Background: an optimization exercise with open tools, aiming at small area, a short achievable clock period and few clock cycles per item. Do not read the settings as production practice. At most, simulation tests tie the RTL to the original design; equivalence was not proved. No activity file was given, so power comes from the tool's default toggle rates.

Setup of sierra:
## pow_5_seq
module pow_5_seq
(
    input         clock,
    input         reset_n,
    input         run,
    input  [17:0] n,
    output        ready,
    output [17:0] n_pow_5
);
    reg rdy;
    always @(posedge clock or negedge reset_n)
        if (!reset_n) rdy <= 1'b0;
        else          rdy <= run;
    assign ready = rdy;
    wire w1;
    wire w2;
    wire w3;
    wire w4;
    wire w5;
    wire w6;
    wire w7;
    wire w8;
    wire w9;
    wire w10;
    wire w11;
    wire w12;
    wire w13;
    wire w14;
    wire w15;
    wire w16;
    wire w17;
    wire w18;
    wire w19;
    wire w20;
    wire w21;
    wire w22;
    wire w23;
    wire w24;
    wire w25;
    wire w26;
    wire w27;
    wire w28;
    wire w29;
    wire w30;
    wire w31;
    wire w32;
    wire w33;
    wire w34;
    wire w35;
    wire w36;
    wire w37;
    wire w38;
    wire w39;
    wire w40;
    wire w41;
    wire w42;
    wire w43;
    wire w44;
    wire w45;
    wire w46;
    wire w47;
    wire w48;
    wire w49;
    wire w50;
    wire w51;
    wire w52;
    wire w53;
    wire w54;
    wire w55;
    wire w56;
    wire w57;
    wire w58;
    wire w59;
    wire w60;
    wire w61;
    wire w62;
    wire w63;
    wire w64;
    wire w65;
    wire w66;
    wire w67;
    wire w68;
    wire w69;
    wire w70;
    wire w71;
    wire w72;
    wire w73;
    wire w74;
    wire w75;
    wire w76;
    wire w77;
    wire w78;
    wire w79;
    wire w80;
    wire w81;
    wire w82;
    wire w83;
    wire w84;
    wire w85;
    wire w86;
    wire w87;
    wire w88;
    wire w89;
    wire w90;
    wire w91;
    wire w92;
    wire w93;
    wire w94;
    wire w95;
    wire w96;
    wire w97;
  ...
clock: 5.8 ns
lec_check: 0
cap_margin: 20
core_margin: 2
core_utilization: 40
setup_slack_margin: 1.5
slew_margin: 20
run.sh (not shown) runs the stock make flow with config.mk's settings and CLKGATE_MAP_FILE= SYNTH_SCRIPT=/design/flow/synth_recipe.tcl, a recipe that flattens the netlist after the stock synthesis.
sierra reached the end of the flow, and the finished layout is clean on the timing, DRC and antenna checks.
--- input diff sierra..maple ---
# sierra
export LEC_CHECK = 0
export CAP_MARGIN = 20
export CORE_MARGIN = 2
export CORE_UTILIZATION = 40
export SETUP_SLACK_MARGIN = 1.5
export SLEW_MARGIN = 20
create_clock -name core_clock -period 5.8 [get_ports {clock}]
# maple
export LEC_CHECK = 0
export CAP_MARGIN = 20
export CORE_MARGIN = 2
export CORE_UTILIZATION = 40
export SETUP_SLACK_MARGIN = 1.0
export SLEW_MARGIN = 20
create_clock -name core_clock -period 5.8 [get_ports {clock}]
[summary]
maple against sierra: number of global-route vias before repair saw a decrease; final non-filler cell area saw a decrease; clock network power share saw a decrease. Looking at layout-stage area growth over the synthesis result, maple sits 2.8 points lower than sierra does. For the highest clock rate, maple came in 9.9% lower than sierra did. Compared with sierra, maple improves via count. Across both runs, total power after layout was higher for maple than for sierra.
Function was not checked in any run of this note: the RTL went through the layout flow alone.

========
pow_5_seq, a different RTL version from the one above (not shown whole).
For scale: ~540 cells after synthesis, ~39 flip-flops.
clock: 5.8 ns
lec_check: 0
abc_clock_period_in_ps: 2000
cap_margin: 20
core_margin: 2
core_utilization: 40
setup_slack_margin: 1.7
slew_margin: 20
Testbench counts at the start, summed over its fixed seeds: cycles 24,000, items 24,000.
Change:
--- a/flow/config.mk
+++ b/flow/config.mk
@@ -7,3 +7,2 @@
 export LEC_CHECK = 0
-export ABC_CLOCK_PERIOD_IN_PS = 2000
 export CAP_MARGIN = 20
After rerunning:
- count of clock-buffer cells in the layout is unchanged
- global-route usage stays the same
- power is unchanged
- worst hold slack does not change
- final cell count stays the same
Change:
--- a/flow/config.mk
+++ b/flow/config.mk
@@ -9,3 +9,3 @@
 export CORE_MARGIN = 2
-export CORE_UTILIZATION = 40
+export CORE_UTILIZATION = 60
 export SETUP_SLACK_MARGIN = 1.7
=> Global-route usage rose by 11 points. Worst setup slack is worse by 0.031 ns. Sequential cell count stays the same. Maximum frequency decreases by 0.76%. Critical path depth decreases by 2.
Change:
--- a/flow/config.mk
+++ b/flow/config.mk
@@ -9,3 +9,6 @@
 export CORE_MARGIN = 2
-export CORE_UTILIZATION = 60
+export CORE_UTILIZATION = 40
+export CTS_BUF_LIST = sky130_fd_sc_hd__clkbuf_4 sky130_fd_sc_hd__clkbuf_8
+export CTS_CLUSTER_DIAMETER = 200
+export CTS_CLUSTER_SIZE = 50
 export SETUP_SLACK_MARGIN = 1.7
- sequential power is lower by about 1%
- routed wire length is lower by about 5.4%
- sequential cell count stays the same
- count of clock-buffer cells in the layout stays the same
- via count is lower by about 5%
- global-route usage is lower by 11 points
- fmax is higher by 0.77%
- non-clock buffer count is lower by 12
- cell area is lower by about 4%
- die area is higher by about 50%

========
Another version of the RTL of pow_5_seq (not shown whole).
Size: roughly 570 cells after synthesis, ~56 flip-flops, about 40 I/O pins.
make LEC_CHECK=0 CAP_MARGIN=20 CORE_MARGIN=2 CORE_UTILIZATION=40 SETUP_SLACK_MARGIN=1.0 SLEW_MARGIN=20 finish   # period 5.8 ns
Testbench counts at the start, summed over its fixed seeds: cycles 24,000, items 24,000.
Change:
SETUP_SLACK_MARGIN = not set   (was 1.0)
The new run went through all stages and came out clean. Worst hold slack hardly moves. Power grows by 1.2%. Non-clock buffer count stays the same. Synthesized cell count stays the same. First-iteration DRC count fell by 1.2%.

========
## red
pow_5_seq, a different RTL version from the one above (not shown whole).
For scale: about 550 cells after synthesis, roughly 42 flip-flops, ~40 I/O pins, ~4500 µm² of cells after synthesis.
Settings: LEC_CHECK=0, CAP_MARGIN=20, CORE_MARGIN=2, CORE_UTILIZATION=40, SETUP_SLACK_MARGIN=1.5, SLEW_MARGIN=20; clock period 5.8 ns.
red completed every stage of the flow, and the final layout passed the timing, DRC and antenna checks.
Testbench counts of red, summed over its fixed seeds: cycles 24,000, items 24,000.
Setup changes, red to blue
- CORE_UTILIZATION changed from 40 to 70
- SETUP_SLACK_MARGIN changed from 1.5 to 1.0
==> results.txt <==
Detailed route wirelength on metal3 (blue vs. red) increases by more than 10%
When blue is set beside red, its final routed wirelength across all metal layers turns out to be 480 µm smaller.
From blue to red, post-synthesis share of cell area spent on full adders, half adders and majority gates did not move at all.
From red to blue the numbers moved as follows: sequential cell area in the final layout stayed essentially flat; global-route usage over all layers saw an increase.
blue vs. red: leakage power figure moved up, share of total power in the clock network -1.0 points.
Run comparison: red slowest cell on the critical path sky130_fd_sc_hd__dlygate4sd2_1; blue slowest cell on the critical path sky130_fd_sc_hd__clkdlybuf4s50_1
Here is what was changed in the inputs of green compared with blue.
- CORE_UTILIZATION: 70 -> 40
- ABC_AREA: unset -> 1
Results
green finished end to end and its layout was clean on timing, DRC and antenna.
Cmp green and blue / area share of fa/ha/maj cells after synthesis / lower: green
Area of the multi-input gates in green is 2.9% lower than in blue
The run with more routed wire is green, not blue.
green against blue: placer congestion estimate went down about 4.6%, global-route usage over all layers decreased 8.2 points, layout buffer count excluding clock buffers has decreased.
The cell count after synthesis of green exceeds that of blue by 123.
Input-level comparison between orange and green:
- clearing ABC_AREA, which used to be 1
## What came out
Each of the runs, namely orange and green, reached the end of the flow and came out clean. orange vs green: estimated wirelength of the detail-placed design down by more than a quarter. orange vs. green: portion of total power attributed to the clock network fell 3.7 points; worst setup slack rose 180 ps; first-pass GRT wire length fell 23%.
### orange -> purple
- swapping 1.0 for 2.0 in SETUP_SLACK_MARGIN
purple went all the way through the flow, and no timing, DRC or antenna check failed. Final layout net count (lower): orange. purple vs. orange: fraction of area in non-clock buffers picked up an extra 1.4 points; internal portion of total power picked up an extra 56 µW; number of global-route vias before repair neither gained nor lost much. Going from orange to purple, wire length of the first global-routing pass climbed about 4%, number of buffers and inverters on the critical path dropped 1, count of buffers not belonging to the clock network in the layout climbed 15%. When purple is measured against orange, its clock network area share turns out 0.26 points higher. Looking at classification of the worst setup path, the input pin to flop result is from orange; the flop to output pin one comes from purple.

========
pow_5_seq again, from the RTL that the note above started with.
==> flow/config.mk <==
export PLATFORM = sky130hd
export DESIGN_NAME = pow_5_seq
export DESIGN_NICKNAME = pow_5_seq
export VERILOG_FILES = /design/flow/design.v
export SDC_FILE = /design/flow/constraint.sdc
export NUM_CORES = 4
export LEC_CHECK = 0
export CAP_MARGIN = 20
export CORE_MARGIN = 2
export CORE_UTILIZATION = 40
export SETUP_SLACK_MARGIN = 1.9
export SLEW_MARGIN = 20
==> flow/constraint.sdc <==
create_clock -name core_clock -period 5.8 [get_ports {clock}]
set_input_delay 1.1600 -clock core_clock [delete_from_list [all_inputs] [get_ports {clock}]]
set_output_delay 1.1600 -clock core_clock [all_outputs]
set_load 0.01 [all_outputs]
standard.sh (not shown) runs the stock make flow with config.mk's settings and CLKGATE_MAP_FILE= SYNTH_SCRIPT=/design/flow/synth_recipe.tcl, a recipe that flattens the netlist after the stock synthesis.
==> flow/flow/run.sh <==
#!/bin/bash
set -euo pipefail
W=$PWD
PLAT=${FLOW_PLATFORM:-sky130hd}
RES=$W/orfs/results/$PLAT/pow_5_seq/base
REF=$W/ref/results/$PLAT/pow_5_seq/base

# reference: the unchanged standard synthesis, in its own work folder
sed 's#WORK_HOME=\([^ ]*\)/orfs #WORK_HOME=\1/ref #' standard.sh > ref_standard.sh
bash ref_standard.sh "$REF/1_2_yosys.v" > ref_synth.log 2>&1

# our synthesis
bash standard.sh "SYNTH_ARGS=-noabc" "$RES/1_2_yosys.v" > synth_noabc.log 2>&1
if ! python3 flow/match_regs.py "$REF/1_2_yosys.v" "$RES/1_2_yosys.v" > match_regs.log 2>&1; then
  echo "flip-flops do not pair; using the standard synthesis netlist" >> match_regs.log
  cp "$REF/1_2_yosys.v" "$RES/1_2_yosys.v"
  cp "$REF/1_2_yosys.sdc" "$RES/1_2_yosys.sdc"
fi

bash standard.sh "SYNTH_ARGS=-noabc" "BUFFER_PORTS_ARGS=-buffer_cell sky130_fd_sc_hd__buf_1" \
  "CTS_ARGS=-sink_clustering_enable -repair_clock_nets -dont_use_dummy_load -root_buf sky130_fd_sc_hd__clkbuf_8 -buf_list sky130_fd_sc_hd__clkbuf_8" \
  finish > standard_flow.log 2>&1
Other scripts of this flow, unchanged in this note and not shown: flow/flow/match_regs.py
The first run passed the timing, DRC and antenna checks.
Testbench counts at the start, summed over its fixed seeds: cycles 24,000, items 24,000.
Next try:
--- a/flow/config.mk
+++ b/flow/config.mk
@@ -9,4 +9,4 @@
 export CORE_MARGIN = 2
-export CORE_UTILIZATION = 40
-export SETUP_SLACK_MARGIN = 1.9
+export CORE_UTILIZATION = 60
+export SETUP_SLACK_MARGIN = 1.7
 export SLEW_MARGIN = 20
Result: Synthesized cell count is unchanged; worst setup slack improved by 0.035 ns; global-route usage climbs by 9.2 points; wire length shrinks by a few percent; synthesized area stays the same; hold slack gets worse by 0.012 ns; clock-buffer cell count does not change; utilization came out higher by 20 points; sequential share of layout area went up by 0.65 points; power decreases slightly.

## what the ideal ports hide
No port has a modelled driver above. Below, the same layouts with a new extraction and two added sets of constraints. Step 1, drivers: a clkbuf_16 drives clock and a buf_2 each remaining input, both assumed. Step 2 moves the port delays by t, midway between the first and last clock arrival at a register: inputs arrive t later, outputs are due t later. That takes back most of the time a late clock gives input paths. Slacks: ideal / step 1 / step 2; pairs: ideal / step 1.
run | t, ns | setup slack, ns | worst hold slack (ns) | latest minus earliest clock arrival (ns)
sierra | 0.322 | 1.603 / 1.569 / 1.336 | 1.008 / 0.998 / 1.320 | 0.009 / 0.008
maple | 0.321 | 1.139 / 1.106 / 0.856 | 1.009 / 1.000 / 1.320 | 0.010 / 0.009
the first run of note 2 | 0.316 | 1.798 / 1.809 / 1.494 | 1.003 / 0.992 / 1.308 | 0.015 / 0.015
the second run of note 2 | 0.316 | 1.798 / 1.809 / 1.494 | 1.003 / 0.992 / 1.308 | 0.015 / 0.015
the third run of note 2 | 0.326 | 1.768 / 1.778 / 1.452 | 0.987 / 0.981 / 1.307 | 0.016 / 0.016
the fourth run of note 2 | 0.316 | 1.798 / 1.809 / 1.494 | 1.003 / 0.992 / 1.308 | 0.015 / 0.015
the first run of note 3 | 0.325 | 1.130 / 1.092 / 1.041 | 1.006 / 0.990 / 1.315 | 0.005 / 0.005
the second run of note 3 | 0.324 | 0.637 / 0.599 / 0.923 | 1.006 / 0.991 / 1.315 | 0.005 / 0.004
red | 0.342 | 1.660 / 1.635 / 1.335 | 0.984 / 0.972 / 1.314 | 0.010 / 0.010
blue | 0.329 | 1.371 / 1.380 / 1.051 | 0.999 / 0.995 / 1.323 | 0.019 / 0.019
green | 0.326 | 1.176 / 1.194 / 0.868 | 1.001 / 0.987 / 1.313 | 0.009 / 0.008
orange | 0.342 | 1.358 / 1.370 / 1.029 | 0.984 / 0.972 / 1.314 | 0.009 / 0.009
purple | 0.333 | 1.739 / 1.707 / 1.790 | 0.980 / 0.970 / 1.303 | 0.010 / 0.010
the first run of note 5 | 0.311 | 1.657 / 1.626 / 1.726 | 0.636 / 0.627 / 0.938 | 0.016 / 0.016
the second run of note 5 | 0.316 | 1.692 / 1.664 / 1.590 | 0.624 / 0.621 / 0.937 | 0.014 / 0.013
After both steps setup and hold are still met in every run listed. The setup slack of orange, which loses most, moves by +0.012 ns with the drivers and by -0.329 ns with both steps.
